This is an optimization exercise on Yosys and OpenROAD, whose aim is small area, not a production implementation.
In this exercise RTL edits were held to simulation tests only and were not proved equivalent to the original.
Power and IR drop assume default switching activity.

**flow/config.mk**
```make
export PLATFORM = sky130hd
export DESIGN_NAME = car_dash
export DESIGN_NICKNAME = car_dash
export VERILOG_FILES = /design/flow/design.v
export SDC_FILE = /design/flow/constraint.sdc
export NUM_CORES = 8
export LEC_CHECK = 0
export ABC_AREA = 1
export CAP_MARGIN = 0
export CORE_MARGIN = 2
export CORE_UTILIZATION = 70
export CTS_BUF_LIST = sky130_fd_sc_hd__clkbuf_8
export CTS_CLUSTER_DIAMETER = 50
export CTS_CLUSTER_SIZE = 20
export SLEW_MARGIN = 0
```
**flow/constraint.sdc**
```tcl
create_clock -name core_clock -period 40.0 [get_ports {clk}]
set_input_delay 8.0000 -clock core_clock [delete_from_list [all_inputs] [get_ports {clk}]]
set_output_delay 8.0000 -clock core_clock [all_outputs]
set_load 0.01 [all_outputs]
```
**flow/design.v**
```verilog
`timescale 1ns / 1ps
module car_dash(clk, RST, Buttons, SW, JSTK_X, cs, write, data, debug, anode, segment);
    input clk;
    input RST;
    input [1:0] Buttons;
    input [15:0] SW;
    input [9:0] JSTK_X;
    output cs, write, data, debug;
    output [7:0] anode;
    output [6:0] segment;
    parameter [27:0] M = 28'd100000000;
    wire [9:0] y;
    wire h, S, F;
    wire [1:0] z2;
    cd_time u_time(.clk(clk), .RST(RST), .y(y), .h(h), .z2(z2), .S(S));
    wire q59     = !h && (y[9:3] == 7'd59);           
    wire q60     = !h && (y[9:4] == 6'd30);           
    wire blk1    = (q59 && (y[2:0] != 3'd0)) || (q60 && (y[3:0] <= 4'd8));    
    wire blk2    = q59 || (q60 && (y[3:0] <= 4'd9));                          
    wire t_eval1 = q60 && (y[3:0] == 4'd8);           
    wire t_eval2 = q60 && (y[3:0] == 4'd9);           
    wire t_win1  = q60 && (y[3:0] == 4'd15);          
    wire t_sw    = q59 && (y[2:0] == 3'd3);           
    wire t_tick  = q59 && (y[2:0] == 3'd6);           
    wire t_rand  = q59 && (y[2:0] == 3'd7);           
    wire q339    = !h && (y[9:1] == 9'd339);          
    wire t_clr2  = q339 && !y[0];                     
    wire t_clr1  = q339 && y[0];                      
    wire y768    = (y == 10'd768);
    wire t_upd   = !h && (y == 10'd776);              
    wire bstep   = !h && (y[9:3] == 7'd96) && (y[2] || (y[1] && y[0]));    
    wire live    = F || !h;                           
    wire clrph   = !F && h && (y[9:3] == 7'd60);      
    wire [3:0] m = {y[3:1] - {1'b0, g}, y[0]};
    wire bw = (y[3:1] < {1'b0, g});
    wire [3:0] vl = y[7:4] - {3'd0, bw};
    wire rot     = live && (y[9:8] != 2'd3) && m[3] && (m[2:0] != 3'd0) && (m[2:0] != 3'd7)
                   && (vl >= 4'd2) && (vl <= 4'd13);
    wire brot    = live && (y[9:8] == 2'd2) && ((y[7:5] == 3'd0) || (y[7:5] == 3'd7)) && (y[3:1] != 3'd0) && !y[0];
    wire [2:0] w;
    cd_rand #(.M(M)) u_rand(.clk(clk), .RST(RST), .tick(t_tick), .w(w));
    wire [1:0] g;
    wire [11:0] P;
    cd_newcol u_newcol(.clk(clk), .w(w), .SW(SW), .ldr(t_rand && g == 2'd2), .lds(t_sw && g == 2'd3), .P(P));
    wire [5:0] tap;
    wire [11:0] W3, W4;
    wire [3:0] Bt;
    wire cellv, oclr;
    wire [3:0] hp1, hp2;
    wire [2:0] mR1, mR2;
    cd_matrix u_mat(.clk(clk), .RST(RST), .t_upd(t_upd), .clrph(clrph), .rot(rot), .bstep(bstep), .brot(brot), .P(P),
                    .oclr(oclr),
                    .mv1(mR1[1:0]), .mv2(mR2[1:0]), .hp1(hp1), .hp2(hp2), .g(g), .F(F),
                    .tap(tap), .W3(W3), .W4(W4), .Bt(Bt));
    wire [11:0] nr = (g == 2'd3) ? W3 : 12'd0;
    wire [11:0] orow = (g == 2'd3) ? W3 : (g == 2'd0) ? W4 : 12'd0;
    cd_cars u_cars(.clk(clk), .RST(RST), .t_eval1(t_eval1), .t_eval2(t_eval2), .blk1(blk1), .blk2(blk2), .clr1(t_clr1), .clr2(t_clr2),
                   .Buttons(Buttons), .JSTK_X(JSTK_X), .hp1(hp1), .hp2(hp2), .nr(nr), .orow(orow), .mR1(mR1), .mR2(mR2));
    wire [3:0] w1o, w2o;
    wire [2:0] w1t, w2t;
    cd_score u_score(.clk(clk), .RST(RST), .inc1(t_win1 && mR2[2]), .inc2(t_clr2 && mR1[2]),
                     .w1o(w1o), .w1t(w1t), .w2o(w2o), .w2t(w2t));
    cd_cell u_cell(.y(y), .g(g), .F(F), .hp1(hp1), .hp2(hp2), .tap(tap), .Bt(Bt), .cellv(cellv), .oclr(oclr));
    cd_led u_led(.clk(clk), .RST(RST), .y(y), .live(live), .y768(y768), .cellv(cellv),
                 .cs(cs), .write(write), .data(data));
    assign debug = 1'b1;
    cd_disp u_disp(.z2(z2), .S(S), .w1o(w1o), .w1t(w1t), .w2o(w2o), .w2t(w2t), .anode(anode), .segment(segment));
endmodule
module cd_time(input clk, input RST, output reg [9:0] y, output reg h, output reg [1:0] z2, output reg S);
    genvar gi;
    reg [6:0] z;
    wire [9:0] yc;
    assign yc[0] = 1'b1;
    for (gi = 1; gi < 10; gi = gi + 1) begin : g_yc
        assign yc[gi] = yc[gi-1] & y[gi-1];
    end
    wire yw = (&y[9:5]) & (&y[2:0]);                  
    wire zw = (z == 7'd93);
    always @(posedge clk) begin
        if (RST) begin
            y <= 10'd478;
            h <= 1'b1;
            z <= 7'd122;
            z2 <= 2'd0;
            S <= 1'b0;
        end else begin
            y <= yw ? 10'd0 : (y ^ yc);
            h <= h ^ yw;
            z <= zw ? 7'd1 : {z[5:0], z[6] ^ z[5]};
            z2 <= {z2[1] ^ (z2[0] & zw), z2[0] ^ zw};
            S <= S | z2[1];
        end
    end
endmodule
module cd_rand #(parameter [27:0] M = 28'd100000000) (input clk, input RST, input tick, output [2:0] w);
    localparam [26:0] M1 = M + 1;
    localparam [27:0] E0 = -(M + 1);
    genvar gi;
    reg [27:0] e;
    reg [26:0] V;
    wire [27:0] vx = {1'b0, V};
    wire [28:0] ec;
    wire [27:0] es;
    assign ec[0] = 1'b0;
    for (gi = 0; gi < 28; gi = gi + 1) begin : g_e
        assign es[gi] = e[gi] ^ vx[gi] ^ ec[gi];
        assign ec[gi+1] = (e[gi] & vx[gi]) | (ec[gi] & (e[gi] ^ vx[gi]));
    end
    wire [27:0] vc;
    assign vc[0] = tick;
    for (gi = 1; gi < 27; gi = gi + 1) begin : g_v
        assign vc[gi] = vc[gi-1] & V[gi-1];
    end
    wire vwrap = tick && ((V & M1) == M1);            
    always @(posedge clk) begin
        if (RST || !e[27]) e <= E0;
        else e <= es;
        if (RST) V <= 27'd1;
        else if (vwrap) V <= 27'd0;
        else V <= V ^ vc[26:0];
    end
    assign w = e[2:0];
endmodule
module cd_newcol(input clk, input [2:0] w, input [15:0] SW, input ldr, input lds, output reg [11:0] P);
    reg [11:0] rnd_col;
    integer q;
    always @(*) begin
        for (q = 1; q <= 6; q = q + 1) begin
            rnd_col[q-1] = (w == q - 1) || (w == ((q - 3) & 7));
            rnd_col[q+5] = (w == ((q - 5) & 7)) || (w == ((q - 2) & 7)) || (w == q);
        end
    end
    wire [11:0] sw_col = {SW[14:9], SW[6:1]};
    always @(posedge clk) begin
        if (ldr) P <= rnd_col;
        else if (lds) P <= P | sw_col;
    end
endmodule
module cd_matrix(input clk, input RST, input t_upd, input clrph, input rot, input bstep, input brot,
                 input oclr,
                 input [11:0] P, input [1:0] mv1, input [1:0] mv2,
                 output reg [3:0] hp1, output reg [3:0] hp2, output reg [1:0] g, output reg F,
                 output [5:0] tap, output [11:0] W3, output [11:0] W4, output [3:0] Bt);
    reg [71:0] Q;
    reg [6:0] b [0:3];
    function integer rk;
        input integer q;
        rk = (q < 6) ? 2 * q : 2 * (q - 6) + 1;
    endfunction
    genvar gq;
    for (gq = 0; gq < 12; gq = gq + 1) begin : g_w
        assign W3[gq] = Q[6 * (11 - rk(gq)) + 3];
        assign W4[gq] = Q[6 * (11 - rk(gq)) + 4];
    end
    assign tap = Q[71:66];
    assign Bt = {b[3][0], b[2][0], b[1][0], b[0][0]};
    function [3:0] step;
        input [3:0] hp;
        input [1:0] mv;
        case (mv)
            2'b01: step = hp - 4'd1;
            2'b10: step = hp + 4'd1;
            default: step = hp;
        endcase
    endfunction
    wire [3:0] hp1n = step(hp1, mv1);
    wire [3:0] hp2n = step(hp2, mv2);
    wire [1:0] gn = {g[1] ^ g[0], !g[0]};
    function [3:0] orow;
        input integer q;
        orow = (q < 6) ? q + 1 : q + 3;
    endfunction
    function [3:0] brow;
        input integer q;
        brow = (q == 0) ? 4'd0 : (q == 1) ? 4'd7 : (q == 2) ? 4'd8 : 4'd15;
    endfunction
    wire ins = t_upd && (g == 2'd3);
    wire shO = ins || clrph || rot;
    wire bfix = t_upd || clrph;
    wire ben = bfix || bstep || brot;
    integer k, q;
    always @(posedge clk) begin
        if (RST) begin
            hp1 <= 4'd12;
            hp2 <= 4'd4;
            g <= 2'd0;
            F <= 1'b0;
        end else if (t_upd) begin
            hp1 <= hp1n;
            hp2 <= hp2n;
            g <= gn;
            F <= 1'b1;
        end
    end
    always @(posedge clk) begin
        if (shO) begin
            Q <= {Q[70:0], Q[71]};
            if (!rot)
                for (q = 0; q < 12; q = q + 1) Q[6 * (11 - rk(q))] <= P[q] & F;
        end
        if (oclr) Q[70] <= 1'b0;
        if (ben) begin
            for (q = 0; q < 4; q = q + 1) begin
                b[q][0] <= bfix ? !(brow(q) == hp1 || brow(q) == hp2) : b[q][1];
                b[q][1] <= b[q][2] & !(bfix && (brow(q) == hp1 || brow(q) == hp2));
                for (k = 2; k < 6; k = k + 1) b[q][k] <= b[q][k+1];
                b[q][6] <= b[q][0];
            end
        end
    end
endmodule
module cd_cars(input clk, input RST, input t_eval1, input t_eval2, input blk1, input blk2, input clr1, input clr2,
               input [1:0] Buttons, input [9:0] JSTK_X, input [3:0] hp1, input [3:0] hp2,
               input [11:0] nr, input [11:0] orow, output reg [2:0] mR1, output reg [2:0] mR2);
    reg [1:0] mi1, mi2;      
    reg I1, I2;              
    reg [1:0] C1, C2;        
    function [2:0] pos;
        input pl2;
        input [3:0] hp;
        case ({pl2, hp})
            5'd0: pos = 3'd1; 5'd1: pos = 3'd2; 5'd2: pos = 3'd3; 5'd3: pos = 3'd0;
            5'd4: pos = 3'd1; 5'd5: pos = 3'd2; 5'd6: pos = 3'd3; 5'd7: pos = 3'd4;
            5'd8: pos = 3'd5; 5'd9: pos = 3'd0; 5'd10: pos = 3'd1; 5'd11: pos = 3'd2;
            5'd12: pos = 3'd3; 5'd13: pos = 3'd4; 5'd14: pos = 3'd5; 5'd15: pos = 3'd0;
            5'd16: pos = 3'd3; 5'd17: pos = 3'd0; 5'd18: pos = 3'd1; 5'd19: pos = 3'd2;
            5'd20: pos = 3'd3; 5'd21: pos = 3'd4; 5'd22: pos = 3'd5; 5'd23: pos = 3'd0;
            5'd24: pos = 3'd1; 5'd25: pos = 3'd2; 5'd26: pos = 3'd3; 5'd27: pos = 3'd4;
            5'd28: pos = 3'd5; 5'd29: pos = 3'd0; 5'd30: pos = 3'd1; default: pos = 3'd2;
        endcase
    endfunction
    function sel6;
        input [5:0] v;
        input [2:0] i;
        case (i)
            3'd0: sel6 = v[0]; 3'd1: sel6 = v[1]; 3'd2: sel6 = v[2];
            3'd3: sel6 = v[3]; 3'd4: sel6 = v[4]; 3'd5: sel6 = v[5];
            default: sel6 = 1'bx;
        endcase
    endfunction
    wire pl2 = t_eval2;
    wire [2:0] mR = pl2 ? mR2 : mR1;
    wire I = pl2 ? I2 : I1;
    wire [1:0] C = pl2 ? C2 : C1;
    wire [1:0] mi = pl2 ? mi2 : mi1;
    wire [2:0] p = pos(pl2, pl2 ? hp2 : hp1);
    wire [5:0] nx = pl2 ? nr[5:0] : nr[11:6];
    wire [5:0] ox = pl2 ? orow[5:0] : orow[11:6];
    wire p5 = (p == 3'd5);
    wire p0 = (p == 3'd0);
    wire a = sel6(nx, p);
    wire up = p5 ? a : sel6(ox, p + 3'd1);
    wire dn = p0 ? a : sel6(ox, p - 3'd1);
    wire crash = !I && ((mi == 2'b00 && a) || (mi == 2'b10 && up) || (mi == 2'b01 && dn));
    wire [2:0] mRn = (mi == 2'b11) ? mR : {crash, mi[1] & (!p5 | crash), mi[0] & (!p0 | crash)};
    wire In = I ? (C != 2'd3) : crash;
    wire [1:0] Cn = C + {1'b0, I};
    wire [9:0] x = JSTK_X;
    wire jlo = !x[9] && (!x[8] || !x[7] || (!x[6] && !x[5] && !x[4]));                   
    wire jhi = x[9] && (x[8] || x[7] || (x[6] && (x[5] || (x[4] && x[3] && (x[2] || x[1] || x[0])))));  
    wire [1:0] joy = {jlo, jhi};
    wire cap1 = !blk1 && !(mi1[1] || mi1[0]);
    wire cap2 = !blk2 && !(mi2[1] || mi2[0]);
    always @(posedge clk) begin
        if (RST) begin
            mR1 <= 0; mR2 <= 0; mi1 <= 0; mi2 <= 0;
            I1 <= 0; I2 <= 0; C1 <= 0; C2 <= 0;
        end else begin
            if (t_eval1) {mR1, I1, C1} <= {mRn, In, Cn};
            if (t_eval2) {mR2, I2, C2} <= {mRn, In, Cn};
            mi1 <= {2{!clr1}} & (mi1 | ({2{cap1}} & Buttons));
            mi2 <= {2{!clr2}} & (mi2 | ({2{cap2}} & joy));
        end
    end
endmodule
module cd_score(input clk, input RST, input inc1, input inc2,
                output reg [3:0] w1o, output reg [2:0] w1t, output reg [3:0] w2o, output reg [2:0] w2t);
    function [6:0] bcdinc;
        input inc;
        input [2:0] t;
        input [3:0] o;
        reg w63, o9;
        begin
            w63 = t[2] & t[1] & !o[2] & o[1] & o[0];
            o9 = o[3] & o[0];
            bcdinc[0] = o[0] ^ inc;
            bcdinc[1] = o[1] ^ (inc & o[0] & !o[3]);
            bcdinc[2] = o[2] ^ (inc & o[1] & o[0] & !w63);
            bcdinc[3] = o[3] ^ (inc & ((o[2] & o[1] & o[0]) | o9));
            bcdinc[4] = t[0] ^ (inc & o9);
            bcdinc[5] = t[1] ^ (inc & ((o9 & t[0]) | w63));
            bcdinc[6] = t[2] ^ (inc & ((o9 & t[0] & t[1]) | w63));
        end
    endfunction
    always @(posedge clk) begin
        if (RST) begin
            w1o <= 0; w1t <= 0; w2o <= 0; w2t <= 0;
        end else begin
            {w1t, w1o} <= bcdinc(inc1, w1t, w1o);
            {w2t, w2o} <= bcdinc(inc2, w2t, w2o);
        end
    end
endmodule
module cd_cell(input [9:0] y, input [1:0] g, input F, input [3:0] hp1, input [3:0] hp2,
               input [5:0] tap, input [3:0] Bt, output cellv, output oclr);
    wire [3:0] fr = {y[4], y[7:5]};    
    wire [1:0] cg = y[9:8];            
    wire [2:0] cj = y[3:1];            
    wire border = (fr[2:0] == 3'd0) || (fr[2:0] == 3'd7);
    wire c2 = cg[1] && !cg[0];
    wire car = F && c2 && cj[2:1] == 2'd0 && (fr == hp1 || fr == hp2);
    wire [1:0] bq = {fr[3], fr[0]};    
    wire bcell = !c2 || (cj == 3'd0) || Bt[bq];
    wire ob = tap[{cg, cj[2]}];
    wire ocell = (cj[1:0] == g) && ob;
    assign cellv = car || (border ? bcell : ocell);
    assign oclr = car && !border && (cj[1:0] == g);
endmodule
module cd_led(input clk, input RST, input [9:0] y, input live, input y768, input cellv,
              output cs, output write, output data);
    wire fA = (&y[9:6]) & (y[5] | (y[4] & (y[3] | y[2])));      
    wire fB = live && !(y[9] && y[8] && (y[7:0] != 8'd0));      
    wire fr_on = fA || fB;
    wire fr_send = fr_on && !y[0] && !y768;
    wire fr_hdr = fA && !y[5] && !y[1] && (y[3] ^ y[2]);       
    wire fr_bit = fA ? fr_hdr : cellv;
    reg [2:0] sq, si;
    wire sdone = &si;
    wire [1:0] t4 = y[1:0] ^ 2'd2;
    wire st3 = (t4 == 2'd3);
    always @(posedge clk) begin
        if (RST) begin
            sq <= 3'd0;
            si <= 3'd0;
        end else if (!sdone && st3) begin
            if (sq == 3'd6) begin
                sq <= 3'd0;
                si <= si + 3'd1;
            end else sq <= sq + 3'd1;
        end
    end
    wire smid = (sq != 3'd0) && (sq != 3'd6);
    wire s_cs = !sdone && ((sq == 3'd0 && t4[1]) || smid || (sq == 3'd6 && t4 != 2'd3));
    wire s_on = !sdone && ((sq == 3'd0 && t4[1]) || smid || (sq == 3'd6 && !t4[1]));
    wire s_wr = s_on && t4[0];
    wire s_send = s_on && !t4[0];
    reg [7:0] cmd;
    always @(*) begin
        case (si)
            3'd0: cmd = 8'h01;
            3'd1: cmd = 8'h03;
            3'd2: cmd = 8'h08;
            3'd3: cmd = 8'h14;
            3'd4: cmd = 8'h18;
            3'd5: cmd = 8'h24;
            default: cmd = 8'haf;
        endcase
    end
    wire [3:0] sb = {sq, t4[1]};
    reg s_bit;
    always @(*) begin
        case (sb)
            4'd1: s_bit = 1'b1;
            4'd4: s_bit = cmd[7];
            4'd5: s_bit = cmd[6];
            4'd6: s_bit = cmd[5];
            4'd7: s_bit = cmd[4];
            4'd8: s_bit = cmd[3];
            4'd9: s_bit = cmd[2];
            4'd10: s_bit = cmd[1];
            4'd11: s_bit = cmd[0];
            default: s_bit = 1'b0;
        endcase
    end
    reg data_r;
    always @(posedge clk) begin
        if (RST) data_r <= 1'b0;
        else if (fr_send) data_r <= fr_bit;
        else if (s_send) data_r <= s_bit;
    end
    assign cs = !(fr_on || s_cs);
    assign write = !((fr_on && y[0]) || s_wr);
    assign data = data_r;
endmodule
module cd_disp(input [1:0] z2, input S, input [3:0] w1o, input [2:0] w1t, input [3:0] w2o, input [2:0] w2t,
               output [7:0] anode, output [6:0] segment);
    wire [1:0] st = z2 ^ 2'b10;                   
    reg [3:0] dig;
    always @(*) begin
        case (st)
            2'd0: dig = w2o;
            2'd1: dig = {1'b0, w2t};
            2'd2: dig = w1o;
            default: dig = {1'b0, w1t};
        endcase
    end
    reg [6:0] seg7;
    always @(*) begin
        case (dig)
            4'd0: seg7 = 7'b1000000;
            4'd1: seg7 = 7'b1111001;
            4'd2: seg7 = 7'b0100100;
            4'd3: seg7 = 7'b0110000;
            4'd4: seg7 = 7'b0011001;
            4'd5: seg7 = 7'b0010010;
            4'd6: seg7 = 7'b0000010;
            4'd7: seg7 = 7'b1111000;
            4'd8: seg7 = 7'b0000000;
            4'd9: seg7 = 7'b0010000;
            default: seg7 = 7'bxxxxxxx;
        endcase
    end
    reg [7:0] an;
    always @(*) begin
        case (st)
            2'd0: an = 8'b11111110;
            2'd1: an = 8'b11111101;
            2'd2: an = 8'b11101111;
            default: an = 8'b11011111;
        endcase
    end
    wire j0 = !S && z2 == 2'd0;
    wire j1 = !S && z2 == 2'd1;
    assign anode = j0 ? 8'hff : j1 ? 8'hfe : an;
    assign segment = j0 ? 7'h7f : j1 ? 7'b1000000 : seg7;
endmodule
```
**flow/flow/run.sh**
```bash
#!/bin/bash
# Own layout flow: the standard synthesis, then the combinational logic between the
# standard synthesis's registers is mapped again by ABC with area-oriented scripts (several are
# tried and the smallest netlist is kept; the registers, their names and cell types are kept),
# then the standard layout steps run on that netlist, with small port buffers.
# Each tool's full output goes to a log file of its own in the work folder (log_*.txt).
set -euo pipefail
WORK=$(pwd)
PLAT=${FLOW_PLATFORM:-sky130hd}
RES=$WORK/orfs/results/$PLAT/car_dash/base
LIB=$FLOW_HOME/platforms/$PLAT/lib/sky130_fd_sc_hd__tt_025C_1v80.lib

# 1. the standard synthesis
bash standard.sh synth > log_1_std_synth.txt 2>&1

# 2. map the combinational logic again, with each ABC script in flow/abc_*.abc
cp $RES/1_2_yosys.v $WORK/std_synth.v
SEQ=$(awk '/^  sky130_fd_sc_hd__/{t=$1} /\.CLK\(/{print t}' $WORK/std_synth.v | sort -u | tr '\n' ' ')
DONTUSE=$(grep -o -- "-dont_use [A-Za-z0-9_]*" $WORK/orfs/logs/$PLAT/car_dash/base/1_2_yosys.log | sort -u | tr '\n' ' ')
for A in flow/abc_*.abc; do
  N=$(basename $A .abc)
  sed -e "s#@LIB@#$LIB#g" -e "s#@IN@#$WORK/std_synth.v#g" -e "s#@OUT@#$WORK/resyn_$N.v#g" \
      -e "s#@TOP@#${FLOW_TOP:-car_dash}#g" -e "s#@ABC@#$WORK/$A#g" -e "s#@DONTUSE@#$DONTUSE#g" \
      -e "s#@SEQ@#$SEQ sky130_fd_sc_hd__conb_1#g" -e "s#@STAT@#$WORK/resyn_$N.stat#g" \
      flow/resyn.ys > $WORK/resyn_$N.ys
  (yosys -s $WORK/resyn_$N.ys > log_2_resyn_$N.txt 2>&1 || rm -f $WORK/resyn_$N.stat) &
done
wait
BEST=""; BESTA=""
for S in $WORK/resyn_*.stat; do
  [[ -f $S ]] || continue
  A=$(grep "Chip area for module" $S | tail -1 | awk '{print $NF}')
  if [[ -z "$BEST" ]] || awk -v a="$A" -v b="$BESTA" 'BEGIN{exit !(a < b)}'; then BEST=${S%.stat}.v; BESTA=$A; fi
done
echo "kept $BEST, area $BESTA" > log_2_resyn_choice.txt
cp $BEST $RES/1_2_yosys.v
rm -f $RES/1_synth.odb $RES/1_synth.sdc

# 3. the standard layout steps on the new netlist
# flow/cts_args, if there, holds the clock tree synthesis arguments (CTS_ARGS)
EXTRA=()
if [[ -f flow/cts_args ]]; then EXTRA+=("CTS_ARGS=$(cat flow/cts_args)"); fi
bash standard.sh "BUFFER_PORTS_ARGS=-buffer_cell sky130_fd_sc_hd__buf_1" "${EXTRA[@]}" finish > log_3_std_layout.txt 2>&1
test -f out/final.def
```
**flow/flow/abc_a.abc**
```
strash
&get -n
&deepsyn -T 120
&put
dch -f
amap
topo
```
**flow/flow/abc_b.abc**
```
strash
&get -n
&deepsyn -T 120 -S 3
&put
&get -n
&dch -f
&nf -p
&put
```
**flow/flow/abc_c.abc**
```
strash
&get -n
&fraig -x
&put
scorr
dc2
strash
balance -l
resub -K 6 -l
rewrite -l
resub -K 6 -N 2 -l
refactor -l
resub -K 8 -l
balance -l
resub -K 8 -N 2 -l
rewrite -l
resub -K 10 -l
rewrite -z -l
resub -K 10 -N 2 -l
balance -l
resub -K 12 -l
refactor -z -l
resub -K 12 -N 2 -l
rewrite -z -l
balance -l
&get -n
&dch -f
&nf -p
&put
```
**flow/flow/abc_d.abc**
```
strash
balance -l
resub -K 6 -l
rewrite -l
resub -K 6 -N 2 -l
refactor -l
resub -K 8 -l
balance -l
resub -K 8 -N 2 -l
rewrite -l
resub -K 10 -l
rewrite -z -l
resub -K 10 -N 2 -l
balance -l
resub -K 12 -l
refactor -z -l
resub -K 12 -N 2 -l
rewrite -z -l
balance -l
dch -f
amap
topo
```
**flow/flow/cts_args**
```
-sink_clustering_enable -repair_clock_nets -sink_clustering_size 20 -sink_clustering_max_diameter 50 -buf_list sky130_fd_sc_hd__clkbuf_8 -dont_use_dummy_load
```
**flow/flow/resyn.ys**
```
# map the standard synthesis's combinational logic again; registers stay as they are
read_liberty -ignore_miss_func @LIB@
read_verilog -defer @IN@
hierarchy -top @TOP@
setattr -mod -set keep_hierarchy 1 @SEQ@
flatten
blackbox @SEQ@
opt_clean -purge
abc -liberty @LIB@ @DONTUSE@ -script @ABC@
opt_clean -purge
setundef -zero
hilomap -singleton -hicell sky130_fd_sc_hd__conb_1 HI -locell sky130_fd_sc_hd__conb_1 LO
insbuf -buf sky130_fd_sc_hd__buf_1 A X
opt_clean -purge
rename -enumerate -pattern rs_%_
read_liberty -lib -nooverwrite @LIB@
check -assert
tee -o @STAT@ stat -liberty @LIB@ -top @TOP@
write_verilog -noattr -nohex -nodec -selected @OUT@
```
**flow/standard.sh**
```bash
#!/bin/bash
# synth_recipe.tcl (not shown) runs the flow's synth.tcl, then flattens the netlist and writes it again
# the make line also repeats each setting of config.mk as NAME=value (left out here)
make -C /OpenROAD-flow-scripts/flow DESIGN_CONFIG=/design/flow/config.mk WORK_HOME=/design/flow/orfs CLKGATE_MAP_FILE= SYNTH_SCRIPT=/design/flow/synth_recipe.tcl "${@:-finish}"
```
==> results of run 1 <==
-- worst register-to-register path, delay by kind of cell, from the launching register on --
kind,cells,cell delay (ns)
flip-flops,1,0.44
buffers and inverters,1,0.09
AO/OA/AOI/OAI,19,2.39
AND/OR/NAND/NOR,29,4.15
-- metal layers --
layer	up-vias	wire [um]	GRT usage, %
li1	4038	-	-
met1	3705	9500	37.1
met2	259	10000	46.4
met3	38	1300	4.67
met4	0	367	7.30
met5	-	0	0
-- worst paths after layout --
check | slack [ns] | depth (start not counted) | endpoint | startpoint
worst min register to register | 0.41 | 0 | u_mat.Q[49] | u_mat.Q[48]
worst max-delay path | 29.10 | 7 | cs | u_time.y[5]
worst min-delay path | 0.41 | 0 | u_mat.Q[49] | u_mat.Q[48]
worst max register to register | 32.80 | 49 | u_rand.e[27] | u_rand.e[0]
-- metrics by stage --
stage / utilization, % / hold WS [ns] / power [mW]
after floorplan: - / 0.398 / 0.299
after global placement: 75.1 / 0.401 / 0.307
after detailed placement: 75.1 / 0.405 / 0.309
after CTS: 77.2 / 0.411 / 0.424
after global routing: 77.2 / 0.409 / 0.439
final: 77.2 / 0.406 / 0.422
-- where the power goes --
group	leakage [nW]	switching, mW	internal, mW	total [mW]
combinational	1.26	0.0240	0.0154	0.0394
sequential	1.96	0.00662	0.258	0.265
clock	0.151	0.0710	0.0470	0.118
total	3.38	0.102	0.321	0.422
-- flip-flops by register name, summed over array words and instances, names as in the netlist, 3 cells and up --
register,cells
u_rand.V,27
u_time.z,7
u_score.w1o,4
u_led.sq,3
u_score.w2t,3
u_mat.hp2,4
u_cars.mR2,3
u_led.si,3
u_time.y,10
u_mat.b,28
u_mat.Q,72
u_score.w2o,4
u_score.w1t,3
u_mat.hp1,4
u_rand.e,28
u_newcol.P,12
u_cars.mR1,3
-- layout make-up --
| cell class | count | area [um^2] |
|---|---|---|
| multi-input combinational | 714 | 3810 |
| tap | 180 | 225 |
| inverter | 120 | 450 |
| sequential | 236 | 5840 |
| fill | 955 | 3190 |
| timing repair buffer | 44 | 185 |
| clock buffer | 21 | 289 |
==> metrics.md, run 1 <==
| Metric | Value |
|---|---|
| Clk buf depth | 3 |
| Kind of critical path | reg2out |
| Crit path time final | ~11 ns |
| Critical path's slowest cell | nor3_1 |
| Status | timing/DRC/antenna clean |
| Io pins | 49 |
| Mean Syn Cell Area | 9.42 um^2 |
| PnR worst setup slack | 29.10 ns |
| Setup bufs post-CTS | 0 |
| Row count | 43 |
| Clk root buf | clkbuf_8 |
| Tot GR Track Use | 27.5% |
| Clock slew at reported path FFs | approximately 0.11 ns |
| Critical path data arrival time | 2.90 ns |
| Vias | roughly 8000 |
| Post-layout net count | 1167 |
| DR vias/cell | 6.11 |
| CTS H-tree depth | 1 |
| Worst Path Required | about 32 ns |
| Post-Syn Instances | between 1000 and 1500 |
| Initial antenna violation count | 0 |
| Vias in the first global route | 7268 |
| Post-DP HPWL | 15.0 mm |
| Max-slew headroom | between 20% and 30% |
| Final-report setup violation count | 0 |
| Final std cells w/o fill | 1315 |
| Detail Route Antenna Nets | 0 |
| Max Cap Violations | 0 |
| Clock Skew | 0.0387 ns |
| Die Footprint | 15400 um^2 |
| Worst IR Drop VDD | 0.0286 mV |
| Slowest stage delay, CP | about 0.73 ns |
| Pin count of the biggest net entering global routing | 46 |
| Post-placement setup slack | 29.54 ns |
| Final Hold Fails | 0 |
| Area growth, synth to finish | 7.14% |
| Slew of the pin with the lowest slew margin | around 1.1 ns |
| CTS tree | yes |
| Tcrit/Tclk final | 27.3% |
| CP max FO | 7 |
| Most frequent cells in the layout | nor2_1, dfxtp_1, clkinv_1 |
| P per Cell Area | 39.1 nW/um^2 |
| HP Class | reg2reg |
| Sink Count | around 240 |
| Initial DRC Count | between 700 and 800 |
| Die H | between 100 and 150 um |
| Clock latency (worst-skew pair) | 0.53 ns |
| Post-cts sizing count | 0 |
| Fin. max-slew vios | 0 |
| Mapped Area | approximately 10000 um^2 |
| Global-route wire length before repair | ~34 mm |
| Placed cell area | 10500 um^2 |
| Final WL | between 20 and 25 mm |
| Drt pass-1 iters | 5 |
| Post-Layout Inst Area | 10800 um^2 |
| Lkg Pwr | 3.38 nW |
| Crit path cell chain | clkinv_1 > nor3_1 > nor2_1 > or3_1 > nor3_1 > nor3_1 > buf_1 |
| Ant. Diodes | 0 |
| Fmax achieved | 0.0917 GHz |
| Kind of cell adding the most delay to the critical path | simple AND/OR/NAND/NOR gates |
| Initial core utilization | 72.1% |
| DRC | 0 |
| Synth warn | 9 |
| Core area | 14000 um^2 |
| Die X-Extent | roughly 120 um |
| CP dominant cell by count | nor3_1 |
| GP Congestion | 0.911 |
| GRT overflow | 0 |
| Critical Path Source Type | flip-flop |
| Commonest non-fill, non-tap cell in the layout | nor2_1 |
| Share of cells above drive strength 1 | 2.64% |
| Port Buffer Count | 39 |
| Placed Cells | around 1300 |
| Hold_buf cts | 0 |
| Final setup TNS | 0 ns |
| Critical path endpoint category | output pin |
| Routed wire per std cell | roughly 16 um |
| RSZ-0062 raised after global routing | false |
| Total CTS buffers | 21 |
| Buf/Inv on CP | 2 |
==> run 2, diff against run 1 <==
==> flow/flow/cts_args (replaced) <==
-sink_clustering_enable -repair_clock_nets -sink_clustering_size 10 -sink_clustering_max_diameter 40 -buf_list sky130_fd_sc_hd__clkbuf_4 -dont_use_dummy_load
==> metrics.md, run 2 <==
| Metric | Value |
|---|---|
| HP Class | reg2reg |
| Initial DRC Count | 633 (-10%) |
| Vias | 8123 (+1.0%) |
| Die X-Extent | 124 um (unchanged) |
| Worst Path Required | 32.00 ns (about the same) |
| Final-report setup violation count | 0 (unchanged) |
| CP dominant cell by count | nor3_1 |
| CP max FO | 7 (unchanged) |
| Port Buffer Count | 39 (unchanged) |
| Reg2Reg Capture Point | u_rand.e[27] |
| Final Hold Fails | 0 (unchanged) |
| Die Footprint | 15400 um^2 (unchanged) |
| Synth warn | 9 (unchanged) |
| Area growth, synth to finish | 6.45% |
| Pin count of the biggest net entering global routing | 46 (unchanged) |
| Total CTS buffers | 29 (+38%) |
| Largest register by flop count | u_mat.Q |
| Clock Skew | 0.0506 ns (+0.0119 ns) |
| DRC | 0 (unchanged) |
| Drt pass-1 iters | 5 (unchanged) |
| Slowest stage delay, CP | 0.72 ns (about the same) |
| Share of cells above drive strength 1 | 3.32% (+0.68 points) |
| Post-DP HPWL | 15.0 mm (unchanged) |
| Core area | 14000 um^2 (unchanged) |
| Clock latency (worst-skew pair) | 0.66 ns (+0.13 ns) |
| Tcrit/Tclk final | 27.5% (+0.24 points) |
| Post-Layout Inst Area | 10700 um^2 (-0.64%) |
| Post-cts sizing count | 0 (unchanged) |
| Final-layout fill cell count | 964 (+0.94%) |
| Top flop regs | u_mat.Q (72), u_mat.b (28), u_rand.e (28) |
| Row count | 43 (unchanged) |
| Critical path's slowest cell | nor3_1 |
| Global-route wire length before repair | 33.9 mm (+0.37%) |
| P per Cell Area | 38.0 nW/um^2 (-2.8%) |
| Multi-input logic area | 3810 um^2 (unchanged) |
| Initial antenna violation count | 1 (+1) |
| Detail Route Antenna Nets | 0 (unchanged) |
| Vias in the first global route | 7342 (+1.0%) |
| Setup bufs post-CTS | 0 (unchanged) |
| Mean Syn Cell Area | 9.42 um^2 (unchanged) |
| Die H | 124 um (unchanged) |
| Reg2Reg Depth | 49 (unchanged) |
| Crit path cell chain | clkinv_1 > nor3_1 > nor2_1 > or3_1 > nor3_1 > nor3_1 > buf_1 |
| DR vias/cell | 6.14 (+0.35%) |
| Post-layout net count | 1175 (+0.69%) |
| Hold worst-path end | u_mat.Q[44] |
| CTS tree | yes |
| Worst IR Drop VDD | 0.0255 mV (-11%) |
| Max Cap Violations | 0 (unchanged) |
| Clk buf depth | 3 (unchanged) |
| GRT overflow | 0 (unchanged) |
| Final WL | 21.3 mm (+0.55%) |
| GP Congestion | 0.911 (unchanged) |
| Largest register FFs | 72 (unchanged) |
| Initial core utilization | 72.1% (unchanged) |
| Routed wire per std cell | 16.1 um (-0.14%) |
| Sequential Area | 5840 um^2 (unchanged) |
| Kind of critical path | reg2out |
| Io pins | 49 (unchanged) |
| Critical Path Source Type | flip-flop |
| Fin. max-slew vios | 0 (unchanged) |
| Reg-to-reg startpoint | u_rand.e[0] |
| Tot GR Track Use | 27.6% (+0.11 points) |
| Worst hold start | u_mat.Q[43] |
| Worst R2R Setup Slack | 32.81 ns (about the same) |
| Critical path data arrival time | 3.00 ns (+0.10 ns) |
| Critical path endpoint category | output pin |
| Clock slew at reported path FFs | 0.10 ns (about the same) |
| Final hold slack | 0.424 ns (+0.0187 ns) |
| WHS Path Cells | 0 (unchanged) |
| CTS H-tree depth | 1 (unchanged) |
| Fmax achieved | 0.0909 GHz (-0.88%) |
| Mapped Area | 10100 um^2 (unchanged) |
| Post-Syn Instances | 1070 (unchanged) |
| Placed cell area | 10500 um^2 (unchanged) |
| Max-slew headroom | 25.6% (-1.8 points) |
| Clk root buf | clkbuf_4 |
| Slew of the pin with the lowest slew margin | 1.11 ns (+0.0263 ns) |
| Lkg Pwr | 3.36 nW (-0.52%) |
| Final setup TNS | 0 ns (unchanged) |
| Status | timing/DRC/antenna clean |
| Crit path time final | 11.00 ns (+0.0967 ns) |
| RSZ-0062 raised after global routing | false |
| Commonest non-fill, non-tap cell in the layout | nor2_1 |
| Hold_buf cts | 0 (unchanged) |
| Sink Count | 236 (unchanged) |
| Most frequent cells in the layout | nor2_1, dfxtp_1, clkinv_1 |
[run 2: worst max-delay path by stage]
stage | from | endpoint | slack (ns) | cells past startpoint
after CTS | u_time.y[5] | cs | 29.04 | 7
after global routing | u_time.y[5] | cs | 28.86 | 7
after floorplan | u_time.y[5] | cs | 30.27 | 6
after global placement | RST | u_rand.V[19] | 29.63 | 4
after detailed placement | RST | u_rand.V[16] | 29.54 | 4
final | u_time.y[5] | cs | 29.00 | 7
[run 2: critical path: cells and delay by family (launching register included)]
kind	cells	cell delay [ns]
and+or+nand+nor	5	1.54
buffers and inverters	2	0.38
DFF	1	0.47
[run 2: where the power goes]
part | internal [mW] | leakage, nW | switching, mW
Combinational | 0.0154 | 1.26 | 0.0240
Sequential | 0.258 | 1.96 | 0.00662
Clock | 0.0333 | 0.133 | 0.0705
[run 2: routing by layer]
layer / track usage [%] / vias to the layer above / part of all wire (%)
met2: 46.4 / 294 / 47
met4: 8.15 / 0 / 2.0
met5: 0 / - / 0
li1: - / 4059 / -
met3: 4.81 / 42 / 6.2
met1: 37.1 / 3728 / 45
[run 2: cell type report]
type	count	share of cell area [%]
repair buffers	44	1.73
well taps	180	2.10
flip-flops and latches	236	54.4
multi-input cells	714	35.5
diodes	1	0.0233
inverters	120	4.20
clock buffers	29	2.03
[run 2: through the flow]
step           cells  total power, mW  setup WS, ns  util, %
6_report        1324            0.408         29.00     76.7
5_1_grt         1324            0.425         28.86     76.7
4_1_cts         1323            0.410         29.04     76.7
3_5_place_dp    1294            0.309         29.54     75.1
3_3_place_gp    1294            0.307         29.63     75.1
2_1_floorplan   1074            0.299         30.27        -
==> run 3, diff against run 2 <==
--- a/flow/flow/run.sh
+++ b/flow/flow/run.sh
@@ -20,8 +20,13 @@
 for A in flow/abc_*.abc; do
-  N=$(basename $A .abc)
-  sed -e "s#@LIB@#$LIB#g" -e "s#@IN@#$WORK/std_synth.v#g" -e "s#@OUT@#$WORK/resyn_$N.v#g" \
-      -e "s#@TOP@#${FLOW_TOP:-car_dash}#g" -e "s#@ABC@#$WORK/$A#g" -e "s#@DONTUSE@#$DONTUSE#g" \
-      -e "s#@SEQ@#$SEQ sky130_fd_sc_hd__conb_1#g" -e "s#@STAT@#$WORK/resyn_$N.stat#g" \
-      flow/resyn.ys > $WORK/resyn_$N.ys
-  (yosys -s $WORK/resyn_$N.ys > log_2_resyn_$N.txt 2>&1 || rm -f $WORK/resyn_$N.stat) &
+  for K in 0 1; do
+    # variant K=1 also keeps the standard synthesis's full adders
+    N=$(basename $A .abc)_k$K
+    KEEP="$SEQ sky130_fd_sc_hd__conb_1"
+    if [[ $K == 1 ]]; then KEEP="$KEEP sky130_fd_sc_hd__fa_1"; fi
+    sed -e "s#@LIB@#$LIB#g" -e "s#@IN@#$WORK/std_synth.v#g" -e "s#@OUT@#$WORK/resyn_$N.v#g" \
+        -e "s#@TOP@#${FLOW_TOP:-car_dash}#g" -e "s#@ABC@#$WORK/$A#g" -e "s#@DONTUSE@#$DONTUSE#g" \
+        -e "s#@SEQ@#$KEEP#g" -e "s#@STAT@#$WORK/resyn_$N.stat#g" \
+        flow/resyn.ys > $WORK/resyn_$N.ys
+    (yosys -s $WORK/resyn_$N.ys > log_2_resyn_$N.txt 2>&1 || rm -f $WORK/resyn_$N.stat) &
+  done
 done
--- a/flow/config.mk
+++ b/flow/config.mk
@@ -11,5 +11,2 @@
 export CORE_UTILIZATION = 70
-export CTS_BUF_LIST = sky130_fd_sc_hd__clkbuf_8
-export CTS_CLUSTER_DIAMETER = 50
-export CTS_CLUSTER_SIZE = 20
 export SLEW_MARGIN = 0
==> metrics.md, run 3 <==
| Metric | Value |
|---|---|
| Largest register by flop count | u_mat.Q |
| Clk buf depth | 3 (unchanged) |
| Final setup TNS | 0 ns (unchanged) |
| Initial core utilization | 71.8% (-0.27 points) |
| Top flop regs | u_mat.Q (72), u_mat.b (28), u_rand.e (28) |
| Hold_buf cts | 0 (unchanged) |
| Die Footprint | 15300 um^2 (-0.74%) |
| Clock Skew | 0.0909 ns (+0.0404 ns) |
| RSZ-0062 raised after global routing | false |
| Final Hold Fails | 0 (unchanged) |
| Tot GR Track Use | 29.7% (+2.0 points) |
| Max Cap Violations | 0 (unchanged) |
| Critical path data arrival time | 11.60 ns (+8.60 ns) |
| Worst IR Drop VDD | 0.0267 mV (+4.7%) |
| DR vias/cell | 6.26 (+2.0%) |
| Layout Utilization | 76.7% (about the same) |
| Status | timing/DRC/antenna clean |
| Global-route wire length before repair | 35.3 mm (+4.4%) |
| CTS H-tree depth | 2 (+1) |
| Placed Cells | 1191 (-8.0%) |
| Lkg Pwr | 3.53 nW (+5.0%) |
| Tot Pwr | 0.402 mW (-1.4%) |
| Tcrit/Tclk final | 27.6% (+0.12 points) |
| Total CTS buffers | 34 (+17%) |
| Post-Layout Inst Area | 10700 um^2 (-0.36%) |
| Vias | 7671 (-5.6%) |
| Fmax achieved | 0.0905 GHz (-0.45%) |
| Initial DRC Count | 851 (+34%) |
| Final-report setup violation count | 0 (unchanged) |
| GP Congestion | 0.965 (+5.9%) |
| Detail Route Antenna Nets | 0 (unchanged) |
| Mean Syn Cell Area | 10.4 um^2 (+9.9%) |
| Mapped Area | 10000 um^2 (-0.76%) |
| Clock slew at reported path FFs | 0.11 ns (about the same) |
| Port Buffer Count | 39 (unchanged) |
| HP Class | reg2reg |
| Pin count of the biggest net entering global routing | 74 (+61%) |
| DRC | 0 (unchanged) |
| Critical path's slowest cell | fa_1 |
| Placed cell area | 10400 um^2 (-0.73%) |
| Die X-Extent | 124 um (-0.37%) |
| Critical Path Source Type | flip-flop |
| Post-cts sizing count | 0 (unchanged) |
| Post-DP HPWL | 15.2 mm (+1.5%) |
| Largest register FFs | 72 (unchanged) |
| GRT overflow | 0 (unchanged) |
| Fin. max-slew vios | 0 (unchanged) |
| Share of cells above drive strength 1 | 4.21% (+0.89 points) |
| Initial antenna violation count | 1 (unchanged) |
| Post-Syn Instances | 966 (-9.7%) |
| Routed wire per std cell | 17.8 um (+11%) |
| Post-layout net count | 1106 (-5.9%) |
| Drt pass-1 iters | 7 (+2) |
| CP max FO | 5 (-2) |
| Row count | 43 (unchanged) |
| Slew of the pin with the lowest slew margin | 1.08 ns (-0.0330 ns) |
| Most frequent cells in the layout | nor2_1, dfxtp_1, edfxtp_1 |
| Area growth, synth to finish | 6.88% |
| Critical path endpoint category | flip-flop |
| Sink Count | 236 (unchanged) |
| Kind of critical path | reg2reg |
| Core area | 13900 um^2 (-0.38%) |
| Worst Path Required | 40.55 ns (+8.55 ns) |
| Final-layout fill cell count | 948 (-1.7%) |
| Io pins | 49 (unchanged) |
| Vias in the first global route | 7261 (-1.1%) |
| Max-slew headroom | 27.9% (+2.2 points) |
| CTS tree | yes |
| Commonest non-fill, non-tap cell in the layout | nor2_1 |
| Setup bufs post-CTS | 0 (unchanged) |
| Clk root buf | clkbuf_4 |
| CP dominant cell by count | fa_1 |
| Final WL | 21.9 mm (+2.7%) |
| Slowest stage delay, CP | 0.42 ns (-0.30 ns) |
| P per Cell Area | 37.6 nW/um^2 (-0.99%) |
| Clock latency (worst-skew pair) | 0.61 ns (-0.05 ns) |
| Crit path time final | 11.05 ns (+0.0496 ns) |
| Synth warn | 9 (unchanged) |
| Die H | 124 um (-0.37%) |
| Final std cells w/o fill | 1226 (-7.4%) |
run 3: layer usage:
layer	global-route usage [%]	wire length, um	vias up
met4	9.23	388	0
li1	-	-	3657
met3	5.21	1570	39
met2	48.3	10500	320
met1	40.9	9460	3655
met5	0	0	-
run 3: metrics by stage:
stage	worst slack [ns]	hold WS, ns
floorplan	29.48	0.400
global placement	29.13	0.402
detailed placement	28.97	0.405
CTS	28.91	0.395
global route	28.60	0.407
finish	28.95	0.395
run 3: cell type report:
cell class	instances	area, um^2	area share (%)
tap	180	225	2.11
antenna	1	2.50	0.0234
sequential	236	5840	54.6
inverter	96	360	3.37
multi-input combinational	634	3820	35.7
clock buffer	34	255	2.39
timing repair buffer	45	193	1.80
run 3: worst paths after layout:
kind	startpoint	endpoint	slack, ns	depth (start not counted)
max reg2reg	u_rand.e[0]	u_rand.e[26]	28.95	30
min	u_mat.Q[25]	u_mat.Q[26]	0.39	0
max	u_rand.e[0]	u_rand.e[26]	28.95	30
min reg2reg	u_mat.Q[25]	u_mat.Q[26]	0.39	0
run 3: worst max-delay path, delay by kind of cell (launching register included):
| family | cells | cell delay, ns |
|---|---|---|
| AND/OR/NAND/NOR | 2 | 0.18 |
| buffers and inverters | 2 | 0.16 |
| adder cells (fa/ha/maj) | 26 | 10.28 |
| flip-flops | 1 | 0.33 |
run 3: power breakdown:
group,internal [mW],total (mW),switching (mW)
Combinational,0.0106,0.0270,0.0164
Sequential,0.256,0.262,0.00570
Clock,0.0393,0.114,0.0743
==> run 4, diff against run 3 <==
==> flow/flow/abc_a0.abc (new file) <==
strash
&get -n
&deepsyn -T 120 -S 0
&put
dch -f
amap
topo
==> flow/flow/abc_a1.abc (new file) <==
strash
&get -n
&deepsyn -T 120 -S 1
&put
dch -f
amap
topo
==> flow/flow/abc_a2.abc (new file) <==
strash
&get -n
&deepsyn -T 120 -S 2
&put
dch -f
amap
topo
==> flow/flow/abc_a3.abc (new file) <==
strash
&get -n
&deepsyn -T 120 -S 3
&put
dch -f
amap
topo
==> flow/flow/abc_a4.abc (new file) <==
strash
&get -n
&deepsyn -T 120 -S 4
&put
dch -f
amap
topo
==> flow/flow/abc_a5.abc (new file) <==
strash
&get -n
&deepsyn -T 120 -S 5
&put
dch -f
amap
topo
removed: flow/flow/abc_a.abc
removed: flow/flow/abc_b.abc
removed: flow/flow/abc_c.abc
==> metrics.md, run 4 <==
| Metric | Value |
|---|---|
| Critical Path Source Type | flip-flop |
| Worst hold start | u_mat.Q[1] |
| Io pins | 49 (unchanged) |
| Core area | 13900 um^2 (unchanged) |
| Worst Path Required | 40.59 ns (+0.04 ns) |
| Slowest stage delay, CP | 0.42 ns (about the same) |
| Area growth, synth to finish | 6.60% |
| Vias in the first global route | 7381 (+1.7%) |
| Highest metal used | met4 |
| CP max FO | 3 (-2) |
| Sink Count | 236 (unchanged) |
| Worst R2R Setup Slack | 28.98 ns (+0.03 ns) |
| Most frequent cells in the layout | nor2_1, dfxtp_1, edfxtp_1 |
| Tot GR Track Use | 29.2% (-0.42 points) |
| Final setup TNS | 0 ns (unchanged) |
| Top flop regs | u_mat.Q (72), u_mat.b (28), u_rand.e (28) |
| P per Cell Area | 37.1 nW/um^2 (-1.5%) |
| Final std cells w/o fill | 1206 (-1.6%) |
| Largest register by flop count | u_mat.Q |
| Synth warn | 9 (unchanged) |
| Clock Skew | 0.0524 ns (-0.0386 ns) |
| GP Congestion | 0.931 (-3.5%) |
| CTS tree | yes |
| Pint | 0.301 mW (-1.7%) |
| Tcrit/Tclk final | 27.5% (-0.080 points) |
| DRC | 0 (unchanged) |
| Post-cts sizing count | 0 (unchanged) |
| Met2 WL | 10.5 mm (-0.11%) |
| Detail Route Antenna Nets | 0 (unchanged) |
| Post-DP HPWL | 15.4 mm (+1.1%) |
| CP startpoint | u_rand.V[0] |
| Clock power share | 27.1% (-1.1 points) |
| Max Cap Violations | 0 (unchanged) |
| Post-Syn Instances | 950 (-1.7%) |
| Routed wire per std cell | 18.0 um (+0.63%) |
| Post-layout net count | 1086 (-1.8%) |
| CP dominant cell by count | fa_1 |
| Reg-to-reg startpoint | u_rand.V[0] |
| Slew of the pin with the lowest slew margin | 1.14 ns (+0.0647 ns) |
| Clk buf depth | 3 (unchanged) |
| Placed cell area | 10400 um^2 (-0.16%) |
| Clock latency (worst-skew pair) | 0.66 ns (+0.05 ns) |
| Mapped Area | 9990 um^2 (-0.18%) |
| Critical path endpoint category | flip-flop |
| Post-Layout Inst Area | 10600 um^2 (-0.43%) |
| Fin. max-slew vios | 0 (unchanged) |
| Critical path's slowest cell | fa_1 |
| Combinational Power Share | 6.6% (about the same) |
| Final WL | 21.7 mm (-1.0%) |
| Initial core utilization | 71.7% (-0.13 points) |
| HP Class | reg2reg |
| Crit path time final | 11.02 ns (-0.0318 ns) |
| Clock slew at reported path FFs | 0.10 ns (about the same) |
| Met3 wire len | 1.48 mm (-5.9%) |
| Global-route wire length before repair | 35.0 mm (-0.90%) |
| Die X-Extent | 123 um (about the same) |
| Largest register FFs | 72 (unchanged) |
| Reg power frac | 66.3% (+1.3 points) |
| Worst IR Drop VDD | 0.0318 mV (+19%) |
| Kind of critical path | reg2reg |
| Pin count of the biggest net entering global routing | 51 (-31%) |
| CTS H-tree depth | 1 (-1) |
| Row count | 43 (unchanged) |
| Hold_buf cts | 0 (unchanged) |
| Final Hold Fails | 0 (unchanged) |
| Setup bufs post-CTS | 0 (unchanged) |
| Initial DRC Count | 737 (-13%) |
| Port Buffer Count | 39 (unchanged) |
| RSZ-0062 raised after global routing | false |
| Max-slew headroom | 23.3% (-4.6 points) |
| GRT overflow | 0 (unchanged) |
| Share of cells above drive strength 1 | 3.90% (-0.31 points) |
| Die H | 123 um (about the same) |
| Wl on met1 | 9.25 mm (-2.2%) |
| Critical path data arrival time | 11.61 ns (about the same) |
| Fmax achieved | 0.0908 GHz (+0.29%) |
| Drt pass-1 iters | 8 (+1) |
| Die Footprint | 15200 um^2 (-0.16%) |
| Clk root buf | clkbuf_4 |
| Mean Syn Cell Area | 10.5 um^2 (+1.5%) |
| Sw Share | 23.8% (-0.17 points) |
| Final-report setup violation count | 0 (unchanged) |
| Commonest non-fill, non-tap cell in the layout | nor2_1 |
| Lkg Pwr | 3.51 nW (-0.39%) |
| Vias | 7650 (-0.27%) |
| Placed Cells | 1175 (-1.3%) |
| Initial antenna violation count | 1 (unchanged) |
| Sw power | 0.0939 mW (-2.6%) |
| Total CTS buffers | 30 (-12%) |
| DR vias/cell | 6.34 (+1.4%) |
| Status | timing/DRC/antenna clean |
==> run 4: metrics by stage <==
step	worst slack, ns	hold slack (ns)	utilization (%)	power, mW
finish	28.98	0.411	76.4	0.395
global route	28.63	0.419	76.4	0.411
CTS	28.95	0.415	76.4	0.397
detailed placement	29.00	0.405	74.8	0.293
global placement	29.16	0.400	74.8	0.290
floorplan	29.53	0.400	-	0.283
==> run 4: power groups by stage <==
stage          combinational [mW]  sequential, mW  clock (mW)
2_1_floorplan              0.0174           0.265           0
3_3_place_gp               0.0236           0.267           0
3_5_place_dp               0.0257           0.267           0
4_1_cts                    0.0259           0.261       0.110
5_1_grt                    0.0295           0.262       0.120
6_report                   0.0261           0.261       0.107
==> run 4: layer usage <==
| metal | global-route usage (%) | up-vias |
|---|---|---|
| li1 | - | 3620 |
| met1 | 40.0 | 3647 |
| met2 | 48.7 | 341 |
| met3 | 4.38 | 42 |
| met4 | 8.95 | 0 |
| met5 | 0 | - |
==> run 4: cell type report <==
class	instances	area (um^2)
diodes	1	2.50
repair buffers	45	193
inverters	101	379
fillers	947	3290
clock buffers	30	225
flip-flops and latches	236	5840
multi-input cells	613	3780
well taps	180	225
==> run 4: critical path: cells and delay by family (launching register included) <==
family | cells | cell delay [ns]
flops | 1 | 0.33
fa+ha+maj | 26 | 10.31
simple gates | 2 | 0.16
buf+inv | 2 | 0.14
==> run 4: worst paths after layout <==
| kind | to | cells past startpoint |
|---|---|---|
| worst min register to register | u_mat.Q[2] | 0 |
| worst max register to register | u_rand.e[26] | 30 |
| worst max-delay path | u_rand.e[26] | 30 |
| worst min-delay path | u_mat.Q[2] | 0 |
==> run 5, diff against run 4 <==
--- a/flow/design.v
+++ b/flow/design.v
@@ -50,2 +50,3 @@
     wire [2:0] mR1, mR2;
+    wire sstep;
     cd_matrix u_mat(.clk(clk), .RST(RST), .t_upd(t_upd), .clrph(clrph), .rot(rot), .bstep(bstep), .brot(brot), .P(P),
@@ -57,3 +58,3 @@
     cd_cars u_cars(.clk(clk), .RST(RST), .t_eval1(t_eval1), .t_eval2(t_eval2), .blk1(blk1), .blk2(blk2), .clr1(t_clr1), .clr2(t_clr2),
-                   .Buttons(Buttons), .JSTK_X(JSTK_X), .hp1(hp1), .hp2(hp2), .nr(nr), .orow(orow), .mR1(mR1), .mR2(mR2));
+                   .Buttons(Buttons), .JSTK_X(JSTK_X), .hp1(hp1), .hp2(hp2), .nr(nr), .orow(orow), .sstep(sstep), .mR1(mR1), .mR2(mR2));
     wire [3:0] w1o, w2o;
@@ -64,3 +65,3 @@
     cd_led u_led(.clk(clk), .RST(RST), .y(y), .live(live), .y768(y768), .cellv(cellv),
-                 .cs(cs), .write(write), .data(data));
+                 .sq(mR2), .si(mR1), .sstep(sstep), .cs(cs), .write(write), .data(data));
     assign debug = 1'b1;
@@ -213,3 +214,3 @@
                input [1:0] Buttons, input [9:0] JSTK_X, input [3:0] hp1, input [3:0] hp2,
-               input [11:0] nr, input [11:0] orow, output reg [2:0] mR1, output reg [2:0] mR2);
+               input [11:0] nr, input [11:0] orow, input sstep, output reg [2:0] mR1, output reg [2:0] mR2);
     reg [1:0] mi1, mi2;      
@@ -246,10 +247,10 @@
     wire [2:0] p = pos(pl2, pl2 ? hp2 : hp1);
-    wire [5:0] nx = pl2 ? nr[5:0] : nr[11:6];
-    wire [5:0] ox = pl2 ? orow[5:0] : orow[11:6];
     wire p5 = (p == 3'd5);
     wire p0 = (p == 3'd0);
-    wire a = sel6(nx, p);
-    wire up = p5 ? a : sel6(ox, p + 3'd1);
-    wire dn = p0 ? a : sel6(ox, p - 3'd1);
-    wire crash = !I && ((mi == 2'b00 && a) || (mi == 2'b10 && up) || (mi == 2'b01 && dn));
+    wire side = (mi == 2'b10 && !p5) || (mi == 2'b01 && !p0);
+    wire [2:0] pi = (mi == 2'b10 && !p5) ? p + 3'd1 : (mi == 2'b01 && !p0) ? p - 3'd1 : p;
+    wire [3:0] qi = {1'b0, pi} + (pl2 ? 4'd0 : 4'd6);
+    wire [11:0] vec = side ? orow : nr;
+    wire hit = vec[qi];
+    wire crash = !I && (mi != 2'b11) && hit;
     wire [2:0] mRn = (mi == 2'b11) ? mR : {crash, mi[1] & (!p5 | crash), mi[0] & (!p0 | crash)};
@@ -265,3 +266,3 @@
         if (RST) begin
-            mR1 <= 0; mR2 <= 0; mi1 <= 0; mi2 <= 0;
+            mR1 <= 3'd7; mR2 <= 0; mi1 <= 0; mi2 <= 0;
             I1 <= 0; I2 <= 0; C1 <= 0; C2 <= 0;
@@ -270,2 +271,8 @@
             if (t_eval2) {mR2, I2, C2} <= {mRn, In, Cn};
+            if (sstep) begin
+                if (mR2 == 3'd6) begin
+                    mR2 <= 3'd0;
+                    mR1 <= mR1 - 3'd1;
+                end else mR2 <= mR2 + 3'd1;
+            end
             mi1 <= {2{!clr1}} & (mi1 | ({2{cap1}} & Buttons));
@@ -319,3 +326,3 @@
 module cd_led(input clk, input RST, input [9:0] y, input live, input y768, input cellv,
-              output cs, output write, output data);
+              input [2:0] sq, input [2:0] si, output sstep, output cs, output write, output data);
     wire fA = (&y[9:6]) & (y[5] | (y[4] & (y[3] | y[2])));      
@@ -326,17 +333,6 @@
     wire fr_bit = fA ? fr_hdr : cellv;
-    reg [2:0] sq, si;
-    wire sdone = &si;
+    wire sdone = live || (si == 3'd0);
     wire [1:0] t4 = y[1:0] ^ 2'd2;
     wire st3 = (t4 == 2'd3);
-    always @(posedge clk) begin
-        if (RST) begin
-            sq <= 3'd0;
-            si <= 3'd0;
-        end else if (!sdone && st3) begin
-            if (sq == 3'd6) begin
-                sq <= 3'd0;
-                si <= si + 3'd1;
-            end else sq <= sq + 3'd1;
-        end
-    end
+    assign sstep = !sdone && st3;
     wire smid = (sq != 3'd0) && (sq != 3'd6);
@@ -349,8 +345,8 @@
         case (si)
-            3'd0: cmd = 8'h01;
-            3'd1: cmd = 8'h03;
-            3'd2: cmd = 8'h08;
-            3'd3: cmd = 8'h14;
-            3'd4: cmd = 8'h18;
-            3'd5: cmd = 8'h24;
+            3'd7: cmd = 8'h01;
+            3'd6: cmd = 8'h03;
+            3'd5: cmd = 8'h08;
+            3'd4: cmd = 8'h14;
+            3'd3: cmd = 8'h18;
+            3'd2: cmd = 8'h24;
             default: cmd = 8'haf;
==> flow/flow/abc_a6.abc (new file) <==
strash
&get -n
&deepsyn -T 120 -S 6
&put
dch -f
amap
topo
==> flow/flow/abc_a7.abc (new file) <==
strash
&get -n
&deepsyn -T 120 -S 7
&put
dch -f
amap
topo
==> metrics.md, run 5 <==
| Metric | Value |
|---|---|
| Port Buffer Count | 39 (unchanged) |
| Worst Path Required | 32.00 ns (-8.59 ns) |
| Top flop regs | u_mat.Q (72), u_mat.b (28), u_rand.e (28) |
| Vias in the first global route | 7457 (+1.0%) |
| Largest register FFs | 72 (unchanged) |
| Core area | 13800 um^2 (-1.2%) |
| Detail Route Antenna Nets | 0 (unchanged) |
| Status | timing/DRC/antenna clean |
| RSZ-0062 raised after global routing | false |
| Initial antenna violation count | 1 (unchanged) |
| Final-report setup violation count | 0 (unchanged) |
| Critical path data arrival time | 3.07 ns (-8.54 ns) |
| Max Cap Violations | 0 (unchanged) |
| Kind of critical path | reg2out |
| P per Cell Area | 39.2 nW/um^2 (+5.8%) |
| Setup bufs post-CTS | 0 (unchanged) |
| Share of cells above drive strength 1 | 3.89% (-0.015 points) |
| Final setup TNS | 0 ns (unchanged) |
| GRT overflow | 0 (unchanged) |
| PnR worst setup slack | 28.93 ns (-0.0500 ns) |
| Routed wire per std cell | 16.7 um (-7.0%) |
| Initial DRC Count | 846 (+15%) |
| HP Class | reg2reg |
| Vias | 8188 (+7.0%) |
| Initial core utilization | 71.2% (-0.41 points) |
| Area growth, synth to finish | 7.08% |
| Mapped Area | 9810 um^2 (-1.7%) |
| Critical path endpoint category | output pin |
| Clock Skew | 0.0597 ns (+0.00736 ns) |
| Clk root buf | clkbuf_4 |
| Post-layout net count | 1138 (+4.8%) |
| Tot GR Track Use | 29.0% (-0.28 points) |
| CP startpoint | u_time.z2[0] |
| DRC | 0 (unchanged) |
| Post-Syn Instances | 1029 (+8.3%) |
| Post-placement setup slack | 28.95 ns (-0.0507 ns) |
| Die Footprint | 15000 um^2 (-1.7%) |
| Reg2Reg Capture Point | u_cars.mR2[1] |
| Critical Path Source Type | flip-flop |
| Worst R2R Setup Slack | 33.17 ns (+4.19 ns) |
| Slew of the pin with the lowest slew margin | 1.20 ns (+0.0597 ns) |
| Synth warn | 9 (unchanged) |
| Row count | 43 (unchanged) |
| Hold worst-path end | u_mat.b[3][5] |
| Commonest non-fill, non-tap cell in the layout | nor2_1 |
| Fmax achieved | 0.0904 GHz (-0.45%) |
| Post-cts sizing count | 0 (unchanged) |
| Final WL | 21.5 mm (-0.80%) |
| Io pins | 49 (unchanged) |
| Die X-Extent | 122 um (-0.84%) |
| Tot Pwr | 0.412 mW (+4.4%) |
| Clk buf depth | 3 (unchanged) |
| Hold_buf cts | 0 (unchanged) |
| CP max FO | 10 (+7) |
| Lkg Pwr | 3.38 nW (-3.7%) |
| Global-route wire length before repair | 34.9 mm (-0.47%) |
| DR vias/cell | 6.36 (+0.30%) |
| Clock latency (worst-skew pair) | 0.67 ns (about the same) |
| Tcrit/Tclk final | 27.7% (+0.13 points) |
| Final Hold Fails | 0 (unchanged) |
| Die H | 122 um (-0.84%) |
| Most frequent cells in the layout | nor2_1, dfxtp_1, edfxtp_1 |
| Reg-to-reg startpoint | u_time.y[6] |
| Worst IR Drop VDD | 0.0371 mV (+17%) |
| Worst hold start | u_mat.b[3][6] |
| Largest register by flop count | u_mat.Q |
| CTS tree | yes |
| Post-DP HPWL | 15.2 mm (-1.4%) |
| WHS Path Cells | 0 (unchanged) |
| CTS H-tree depth | 1 (unchanged) |
| Clock slew at reported path FFs | 0.10 ns (about the same) |
| Pin count of the biggest net entering global routing | 55 (+7.8%) |
| Reg2Reg Depth | 22 (-27%) |
| GP Congestion | 0.963 (+3.5%) |
| Total CTS buffers | 30 (unchanged) |
| Drt pass-1 iters | 6 (-2) |
| Fin. max-slew vios | 0 (unchanged) |
| Mean Syn Cell Area | 9.54 um^2 (-9.3%) |
| Sink Count | 230 (-2.5%) |
| Crit path time final | 11.07 ns (+0.0500 ns) |
| Max-slew headroom | 19.1% (-4.2 points) |
| Layout Utilization | 76.3% (-0.10 points) |
[run 5: changes by cell type in the layout (fill, tap and decap cells not counted), moves of 18 or more]
cell     change
a21oi_1     +29
o21ai_0     +33
nor2_1      +37
and3_1      -18
nand2_1     +27
nor3_1      -20
fa_1        -29
[run 5: layout make-up]
| cell class | instances | area [um^2] |
|---|---|---|
| flip-flops and latches | 230 | 5720 |
| multi-input cells | 693 | 3730 |
| fillers | 1006 | 3270 |
| inverters | 106 | 398 |
| clock buffers | 30 | 225 |
| well taps | 180 | 225 |
| repair buffers | 47 | 206 |
| diodes | 1 | 2.50 |
[run 5: worst max-delay path, cell delays in order, from the launching register on]
cell and delay [ns]:
dfxtp_1 0.52, clkinv_1 0.22, nand2_1 0.20, o22ai_1 0.10
a311oi_1 0.36, clkinv_1 0.19, nand2_1 0.12, o21ai_0 0.11
nor2_1 0.17, nor2_1 0.10, o22ai_1 0.15, buf_1 0.17
[run 5: per-layer routing]
| metal | track usage, % | routed length [um] |
|---|---|---|
| met5 | 0 | 0 |
| met3 | 5.16 | 1770 |
| met1 | 40.6 | 9260 |
| met2 | 45.1 | 9580 |
| met4 | 11.6 | 876 |
[run 5: report_power, final]
group,switching (mW),internal [mW]
registers,0.00778,0.253
clock network,0.0698,0.0342
logic,0.0295,0.0174
total,0.107,0.305
[run 5: metrics by stage]
step,hold slack [ns],cell area (um^2),instances
global placement,0.402,10300,1256
floorplan,0.400,9830,1033
finish,0.398,10500,1287
CTS,0.399,10500,1286
global route,0.417,10500,1287
detailed placement,0.405,10300,1256
[run 5: worst max path at each step]
| stage | slack [ns] | to |
|---|---|---|
| after detailed placement | 28.95 | u_rand.e[24] |
| after floorplan | 30.11 | segment[6] |
| after global placement | 29.03 | u_rand.e[24] |
| final | 28.93 | segment[4] |
| after global routing | 28.64 | segment[6] |
| after CTS | 28.94 | segment[4] |

-- what the ideal ports hide --
How much do the figures lean on ideal ports? The routed layouts below were timed once more, with nothing changed but the port constraints. Step 1, drivers: a clkbuf_16 drives clk and a buf_2 each remaining input, both assumed. Step 2 adds t to the input delays and takes it off the output delays; t is the mean of the earliest and latest rising clock arrival at the registers after step 1. Input paths then give back, and output paths get back, about the clock's delay inside the block. a / b / c = no drivers / after step 1 / after step 2; a / b = the first two.
| run | t (ns) | slack for setup (ns) | worst setup path after step 2 |
|---|---|---|---|
| run 1 | 0.547 | 29.096 / 29.057 / 29.534 | input to register |
| run 2 | 0.671 | 29.000 / 28.961 / 29.544 | input to register |
| run 3 | 0.608 | 28.950 / 28.950 / 28.950 | register to register |
| run 4 | 0.684 | 28.982 / 28.982 / 28.982 | register to register |
| run 5 | 0.683 | 28.932 / 28.892 / 28.983 | input to register |
After both steps every run listed still meets setup and hold.
